This design comes from an exercise in tuning for small area on the open sky130 flow, not from production work.
Function was checked by simulation only, so behaviour that the tests miss may differ from the original.
Power is estimated from default activity; no workload was simulated.

## v6
==> flow/design.v <==
module cfg_test_top(
    input             clk ,
    input             rstn ,
    input      [31:0] addr ,
    input      [31:0] wdata ,
    output reg [31:0] rdata ,
    output            rdata_vld ,
    input             wr ,
    input             rd
);
wire [5:0] a = addr[5:0];
reg        rd_count_mode;
reg        sample_mode;
reg [31:0] r02, r03, r04, r10, r11, r12, r13, r14;
always @(posedge clk) begin
    if (!rstn) begin
        rd_count_mode <= 1'b0;
        sample_mode   <= 1'b0;
        r02 <= 32'd0;
        r03 <= 32'd0;
        r04 <= 32'd0;
        r10 <= 32'd0;
        r11 <= 32'd0;
        r12 <= 32'd0;
        r13 <= 32'd0;
        r14 <= 32'd0;
    end else if (wr) begin
        case (a)
            6'h00: rd_count_mode <= wdata[0];
            6'h01: sample_mode   <= wdata[0];
            6'h02: r02 <= wdata;
            6'h03: r03 <= wdata;
            6'h04: r04 <= wdata;
            6'h10: r10 <= wdata;
            6'h11: r11 <= wdata;
            6'h12: r12 <= wdata;
            6'h13: r13 <= wdata;
            6'h14: r14 <= wdata;
            default: ;
        endcase
    end
end
reg        rst_d;
always @(posedge clk)
    rst_d <= ~rstn;
reg  [18:0] up;
reg         s_prev;
wire        s = |up[18:7] | (up[6:5] == 2'b11 & |up[4:2]);    
always @(posedge clk) begin
    up     <= rstn ? up + 19'd1 : 19'd0;
    s_prev <= s;
end
wire e = s & ~s_prev;
reg  [31:0] acc;
wire        is23 = (a == 6'h23);
wire [31:0] acc_inc = acc + {31'd0, sample_mode ? s : e};
always @(posedge clk) begin
    if (!rstn)
        acc <= 32'd0;
    else if (wr && is23)
        acc <= wdata;
    else if (rd && is23 && !rd_count_mode)
        acc <= 32'd0;
    else
        acc <= acc_inc;
end
reg  [5:0] ar;
reg  [31:0] x;
wire [31:0] p1 = (ar == 6'h02) ? x : r02;
always @(posedge clk)
    x <= (a[0] ? acc : (a[5] ? p1 : r02)) + {31'd0, a[0] ? (sample_mode & s) : a[5]};
reg        v1, v2;
always @(posedge clk) begin
    ar <= {a[5:1], a[0] | (rst_d & a[5] & ~a[1])};
    v1 <= rd;
    v2 <= v1;
end
assign rdata_vld = v2;
always @(posedge clk) begin
    case (ar)
        6'h00: rdata <= {31'd0, rd_count_mode};
        6'h01: rdata <= {31'd0, sample_mode};
        6'h02: rdata <= r02;
        6'h03: rdata <= r03;
        6'h04: rdata <= r04;
        6'h10: rdata <= r10;
        6'h11: rdata <= r11;
        6'h12: rdata <= r12;
        6'h13: rdata <= r13;
        6'h14: rdata <= r14;
        6'h20: rdata <= x;
        6'h21: rdata <= 32'h1;
        6'h22: rdata <= 32'h0;
        6'h23: rdata <= x;
        default: rdata <= 32'hF0F0F0F0;
    endcase
end
endmodule
==> flow/config.mk <==
export PLATFORM = sky130hd
export DESIGN_NAME = cfg_test_top
export DESIGN_NICKNAME = cfg_test_top
export VERILOG_FILES = /design/flow/design.v
export SDC_FILE = /design/flow/constraint.sdc
export NUM_CORES = 4
export LEC_CHECK = 0
export CAP_MARGIN = 20
export CORE_MARGIN = 2
export CORE_UTILIZATION = 70
export CTS_BUF_LIST = sky130_fd_sc_hd__clkbuf_8
export CTS_CLUSTER_DIAMETER = 100
export CTS_CLUSTER_SIZE = 16
export GPL_TIMING_DRIVEN = 0
export SLEW_MARGIN = 20
==> flow/constraint.sdc <==
create_clock -name core_clock -period 5.0 [get_ports {clk}]
set_input_delay 1.0000 -clock core_clock [delete_from_list [all_inputs] [get_ports {clk}]]
set_output_delay 1.0000 -clock core_clock [all_outputs]
set_load 0.01 [all_outputs]
standard.sh (not shown) runs the stock make flow with config.mk's settings and CLKGATE_MAP_FILE= SYNTH_SCRIPT=/design/flow/synth_recipe.tcl, a recipe that flattens the netlist after the stock synthesis.
==> flow/flow/run.sh <==
#!/bin/bash
set -euo pipefail
work=$(pwd)
rm -rf "$work/scripts"
mkdir -p "$work/scripts"
cp -r "$FLOW_HOME/scripts/." "$work/scripts/"
cp "$work/flow/abc.script" "$work/scripts/abc_speed.script"
export SCRIPTS_DIR="$work/scripts"
export BUFFER_PORTS_ARGS="-buffer_cell sky130_fd_sc_hd__buf_1"
bash standard.sh > "$work/orfs_make.log" 2>&1
==> flow/flow/abc.script <==
&get -n
&st
&syn4
&dch
&nf -a -R 1000
&put
v6: full flow OK, the timing, design-rule and antenna checks passed
Input changes introduced in v7 (baseline for comparison: v6):
Settings: SLEW_MARGIN now 0, was 20; CAP_MARGIN now 0, was 20; GPL_TIMING_DRIVEN no longer set, was 0.
- v7 ends up with a largest net degree at the start of global routing that is 1 higher than in v6.
- The routed wire length on met3 reported for v7 is smaller than that of v6 by 890 um.
- v7 vs. v6: average detailed-routed wire length per instance lost 1.4 um, area added between synthesis and finish saw a decrease, switching share of power lost 0.27 points, placer congestion estimate picked up an extra 0.11.

* * *

05-14:
// cfg_test_top: RTL as listed in full above, without the edits since
Settings: LEC_CHECK=0, CAP_MARGIN=20, CORE_MARGIN=2, CORE_UTILIZATION=70, CTS_BUF_LIST=sky130_fd_sc_hd__clkbuf_8, CTS_CLUSTER_DIAMETER=100, CTS_CLUSTER_SIZE=17, SLEW_MARGIN=20; clock period 5.0 ns.
Scripts as last shown in full above: flow/flow/run.sh, flow/flow/abc.script
#### Input delta (06-06 over 05-14)
Settings: CTS_CLUSTER_SIZE changed from 17 to 16.
--- outcome ---
~same share of layout cells above drive strength 1 in 06-06 and 05-14
Final critical delay including setup and external delays: 06-06 and 05-14 compared, higher one is 05-14
Number of clock sinks came out exactly the same in 06-06 and 05-14.
The setup slack of 06-06 is larger than that of 05-14.
In 06-06 the clock skew turned out 0.017 ns lower than in 05-14.
Comparing 06-06 and 05-14, the higher switching share of power was measured on 05-14.
The final instance count without filler cells on 05-14 is in line with that on 06-06.
Of 06-06 and 05-14, the run reporting the lower power was 06-06.

* * *

== run 1 ==
Another version of the RTL of cfg_test_top (not shown whole).
Size: roughly 1000 cells after synthesis.
Settings: LEC_CHECK=0, CAP_MARGIN=20, CORE_MARGIN=2, CORE_UTILIZATION=65, CTS_BUF_LIST=sky130_fd_sc_hd__clkbuf_8, CTS_CLUSTER_DIAMETER=60, CTS_CLUSTER_SIZE=14, GPL_TIMING_DRIVEN=0, SLEW_MARGIN=20; clock period 5.0 ns.
==> flow/flow/abc.script <==
&get -n
&st
&syn2
&dch
&nf -a -R 1000
&put
Scripts as last shown in full above: flow/flow/run.sh
[inputs] run 2 vs run 1
# run 1
export LEC_CHECK = 0
export CAP_MARGIN = 20
export CORE_MARGIN = 2
export CORE_UTILIZATION = 65
export CTS_BUF_LIST = sky130_fd_sc_hd__clkbuf_8
export CTS_CLUSTER_DIAMETER = 60
export CTS_CLUSTER_SIZE = 14
export GPL_TIMING_DRIVEN = 0
export SLEW_MARGIN = 20
create_clock -name core_clock -period 5.0 [get_ports {clk}]
# run 2
export LEC_CHECK = 0
export CAP_MARGIN = 20
export CORE_MARGIN = 2
export CORE_UTILIZATION = 40
export CTS_BUF_LIST = sky130_fd_sc_hd__clkbuf_8
export CTS_CLUSTER_DIAMETER = 60
export CTS_CLUSTER_SIZE = 14
export SLEW_MARGIN = 20
create_clock -name core_clock -period 5.0 [get_ports {clk}]
## What came out
- Run 2 reached the final stage; the timing, design-rule and antenna checks on its layout passed.
- Reported for run 2 and run 1, count of pins on the block boundary turned out identical to the last digit.
- Diff run 1 -> run 2: synthesized instance count ~0 delta; instance count after placement with tap cells included +about 12%; reported net switching power +0.050 mW; area added between synthesis and finish -1.8 points; buffer share of cell area -2.8 points.
- Time the final worst path needs with I/O delays and setup: run 2 and run 1 compared, lower one is run 2
- Compared with run 1, run 2 degrades final hold slack.
- Compared to run 1, the routing of run 2 uses more wire.
- Run 2 vs. run 1: starting density of the core went down by 25 points.
[inputs] run 3 vs run 2
# run 2
export LEC_CHECK = 0
export CAP_MARGIN = 20
export CORE_MARGIN = 2
export CORE_UTILIZATION = 40
export CTS_BUF_LIST = sky130_fd_sc_hd__clkbuf_8
export CTS_CLUSTER_DIAMETER = 60
export CTS_CLUSTER_SIZE = 14
export SLEW_MARGIN = 20
create_clock -name core_clock -period 5.0 [get_ports {clk}]
# run 3
export LEC_CHECK = 0
export CAP_MARGIN = 20
export CORE_MARGIN = 2
export CORE_UTILIZATION = 40
export CTS_BUF_LIST = sky130_fd_sc_hd__clkbuf_8
export CTS_CLUSTER_DIAMETER = 40
export CTS_CLUSTER_SIZE = 18
export SLEW_MARGIN = 20
create_clock -name core_clock -period 5.0 [get_ports {clk}]
==> flow/run.sh (new file) <==
#!/bin/bash
# synth_recipe.tcl (not shown) runs the flow's synth.tcl, then flattens the netlist and writes it again
# the make line also repeats each setting of config.mk as NAME=value (left out here)
make -C /OpenROAD-flow-scripts/flow DESIGN_CONFIG=/design/flow/config.mk WORK_HOME=/design/flow/orfs CLKGATE_MAP_FILE= SYNTH_SCRIPT=/design/flow/synth_recipe.tcl finish
removed: flow/flow/run.sh
removed: flow/flow/abc.script
removed: flow/standard.sh
Findings:
The final layout from run 3, which completed every stage, passed the timing, design-rule and antenna checks at the end of the flow.
Against run 2, combinational power in run 3 rose by more than 10%.
Top routing layer in use = met5: run 3; top routing layer in use = met4: run 2
Delta (run 3 minus run 2): cell-internal power now sits higher, multi-input combinational cell count grew by about 10%.
Taking run 2 as the reference, in run 3 leakage power figure up 0.67 nW; least setup slack across all paths after layout up 0.97 ns; design area up 10%.
Hold slack of run 2 is on par with run 3.
Sequential share of the synthesized area ends up lower on run 3.
Lower sequential share of layout area goes to run 3 over run 2.
#### Input delta (run 4 over run 3)
# run 3
export LEC_CHECK = 0
export CAP_MARGIN = 20
export CORE_MARGIN = 2
export CORE_UTILIZATION = 40
export CTS_BUF_LIST = sky130_fd_sc_hd__clkbuf_8
export CTS_CLUSTER_DIAMETER = 40
export CTS_CLUSTER_SIZE = 18
export SLEW_MARGIN = 20
create_clock -name core_clock -period 5.0 [get_ports {clk}]
# run 4
export LEC_CHECK = 0
export CAP_MARGIN = 20
export CORE_MARGIN = 2
export CORE_UTILIZATION = 40
export SLEW_MARGIN = 20
create_clock -name core_clock -period 5.0 [get_ports {clk}]
Notes after the runs:
Worst-case hold slack ends up lower on run 4. From run 3 to run 4 the numbers moved as follows: average routed wire per standard cell went up; clock network fraction of design power increased 5.0 points.
Input changes introduced in run 5 (baseline for comparison: run 4):
# run 4
export LEC_CHECK = 0
export CAP_MARGIN = 20
export CORE_MARGIN = 2
export CORE_UTILIZATION = 40
export SLEW_MARGIN = 20
create_clock -name core_clock -period 5.0 [get_ports {clk}]
# run 5
export LEC_CHECK = 0
export CAP_MARGIN = 5
export CORE_MARGIN = 2
export CORE_UTILIZATION = 65
export CTS_BUF_LIST = sky130_fd_sc_hd__clkbuf_8
export CTS_CLUSTER_DIAMETER = 60
export CTS_CLUSTER_SIZE = 14
export GPL_TIMING_DRIVEN = 0
export SLEW_MARGIN = 5
create_clock -name core_clock -period 5.0 [get_ports {clk}]
==> flow/flow/run.sh (new file) <==
#!/bin/bash
set -euo pipefail
work=$(pwd)
rm -rf "$work/scripts"
mkdir -p "$work/scripts"
cp -r "$FLOW_HOME/scripts/." "$work/scripts/"
cp "$work/flow/abc.script" "$work/scripts/abc_speed.script"
export SCRIPTS_DIR="$work/scripts"
export BUFFER_PORTS_ARGS="-buffer_cell sky130_fd_sc_hd__buf_1"
bash standard.sh > "$work/orfs_make.log" 2>&1
==> flow/flow/abc.script (new file) <==
&get -n
&st
&syn2
&dch
&nf -a -R 1000
&put
==> flow/standard.sh (new file) <==
#!/bin/bash
# synth_recipe.tcl (not shown) runs the flow's synth.tcl, then flattens the netlist and writes it again
# the make line also repeats each setting of config.mk as NAME=value (left out here)
make -C /OpenROAD-flow-scripts/flow DESIGN_CONFIG=/design/flow/config.mk WORK_HOME=/design/flow/orfs CLKGATE_MAP_FILE= SYNTH_SCRIPT=/design/flow/synth_recipe.tcl "${@:-finish}"
removed: flow/run.sh
Findings:
Of run 5 and run 4, it is run 5 that has the lower total routed wirelength. Run 5 ends up with a worst hold slack that is 0.0064 ns higher than in run 4. Diff run 5..run 4 | buffer and inverter count on the worst path | unchanged. For clock-buffer cell count, dividing the value from run 4 by the value from run 5 gives 1.7. The lower final critical-path required period of run 4 and run 5 is in run 4. Number of buffers inserted during clock tree synthesis in run 5 is 14% lower than in run 4. Top metal layer carrying routed signals = met5: run 4; top metal layer carrying routed signals = met4: run 5.
Changes in run 6 relative to run 5:
# run 5
export LEC_CHECK = 0
export CAP_MARGIN = 5
export CORE_MARGIN = 2
export CORE_UTILIZATION = 65
export CTS_BUF_LIST = sky130_fd_sc_hd__clkbuf_8
export CTS_CLUSTER_DIAMETER = 60
export CTS_CLUSTER_SIZE = 14
export GPL_TIMING_DRIVEN = 0
export SLEW_MARGIN = 5
create_clock -name core_clock -period 5.0 [get_ports {clk}]
# run 6
export LEC_CHECK = 0
export CAP_MARGIN = 20
export CORE_MARGIN = 2
export CORE_UTILIZATION = 65
export CTS_BUF_LIST = sky130_fd_sc_hd__clkbuf_8
export CTS_CLUSTER_DIAMETER = 40
export CTS_CLUSTER_SIZE = 18
export SLEW_MARGIN = 20
create_clock -name core_clock -period 5.0 [get_ports {clk}]
==> flow/run.sh (new file) <==
#!/bin/bash
# synth_recipe.tcl (not shown) runs the flow's synth.tcl, then flattens the netlist and writes it again
# the make line also repeats each setting of config.mk as NAME=value (left out here)
make -C /OpenROAD-flow-scripts/flow DESIGN_CONFIG=/design/flow/config.mk WORK_HOME=/design/flow/orfs CLKGATE_MAP_FILE= SYNTH_SCRIPT=/design/flow/synth_recipe.tcl finish
removed: flow/flow/run.sh
removed: flow/flow/abc.script
removed: flow/standard.sh
==> run summary <==
- Measured against each other, run 6 and run 5 differ in count of buffering cells on the critical path with inverters included, the lower figure coming from run 6.
- Compare run 6 and run 5 | portion of the post-synthesis area used by sequential elements lower: run 6
- Sort run 6 and run 5 by post-route fraction of the period consumed by the critical path desc -> top: run 5
- Time the final worst path needs with I/O delays and setup came out lower on run 6 than on run 5.

[port drivers added, routing unchanged]
The results above use ideal ports. As a check the final layouts listed here were re-extracted and re-timed, cells and wires unchanged. Step 1 assumes that a clkbuf_16 drives the clock port and a buf_2 every other input. Step 2 times the ports against the registers' clock, not the clock port: input delays grow and output delays shrink by t, the midpoint of the rising clock arrivals with the driver on. a / b / c = ideal / step 1 / step 2; a / b = the first two.
run | t, ns | setup WS [ns] | pins driven straight from the clock port
v6 | 0.645 | 0.228 / 0.228 / -0.252 | 1
v7 | 0.633 | 0.423 / 0.423 / 0.072 | 1
05-14 | 0.635 | 0.395 / 0.395 / 0.086 | 1
06-06 | 0.632 | 0.415 / 0.415 / 0.043 | 1
run 1 | 0.583 | 0.341 / 0.362 / -0.221 | 1
run 2 | 0.616 | 0.925 / 0.926 / 0.310 | 1
run 3 | 0.637 | 1.891 / 1.864 / 1.227 | 1
run 4 | 0.587 | 1.814 / 1.786 / 1.200 | 1
run 5 | 0.587 | 0.347 / 0.365 / -0.223 | 1
run 6 | 0.616 | 1.891 / 1.890 / 1.300 | 1
With both steps, setup timing fails in v6, run 1 and run 5, where it was met with ideal ports. The setup slack of run 3, which loses most, moves by -0.027 ns with the drivers and by -0.664 ns with both steps.
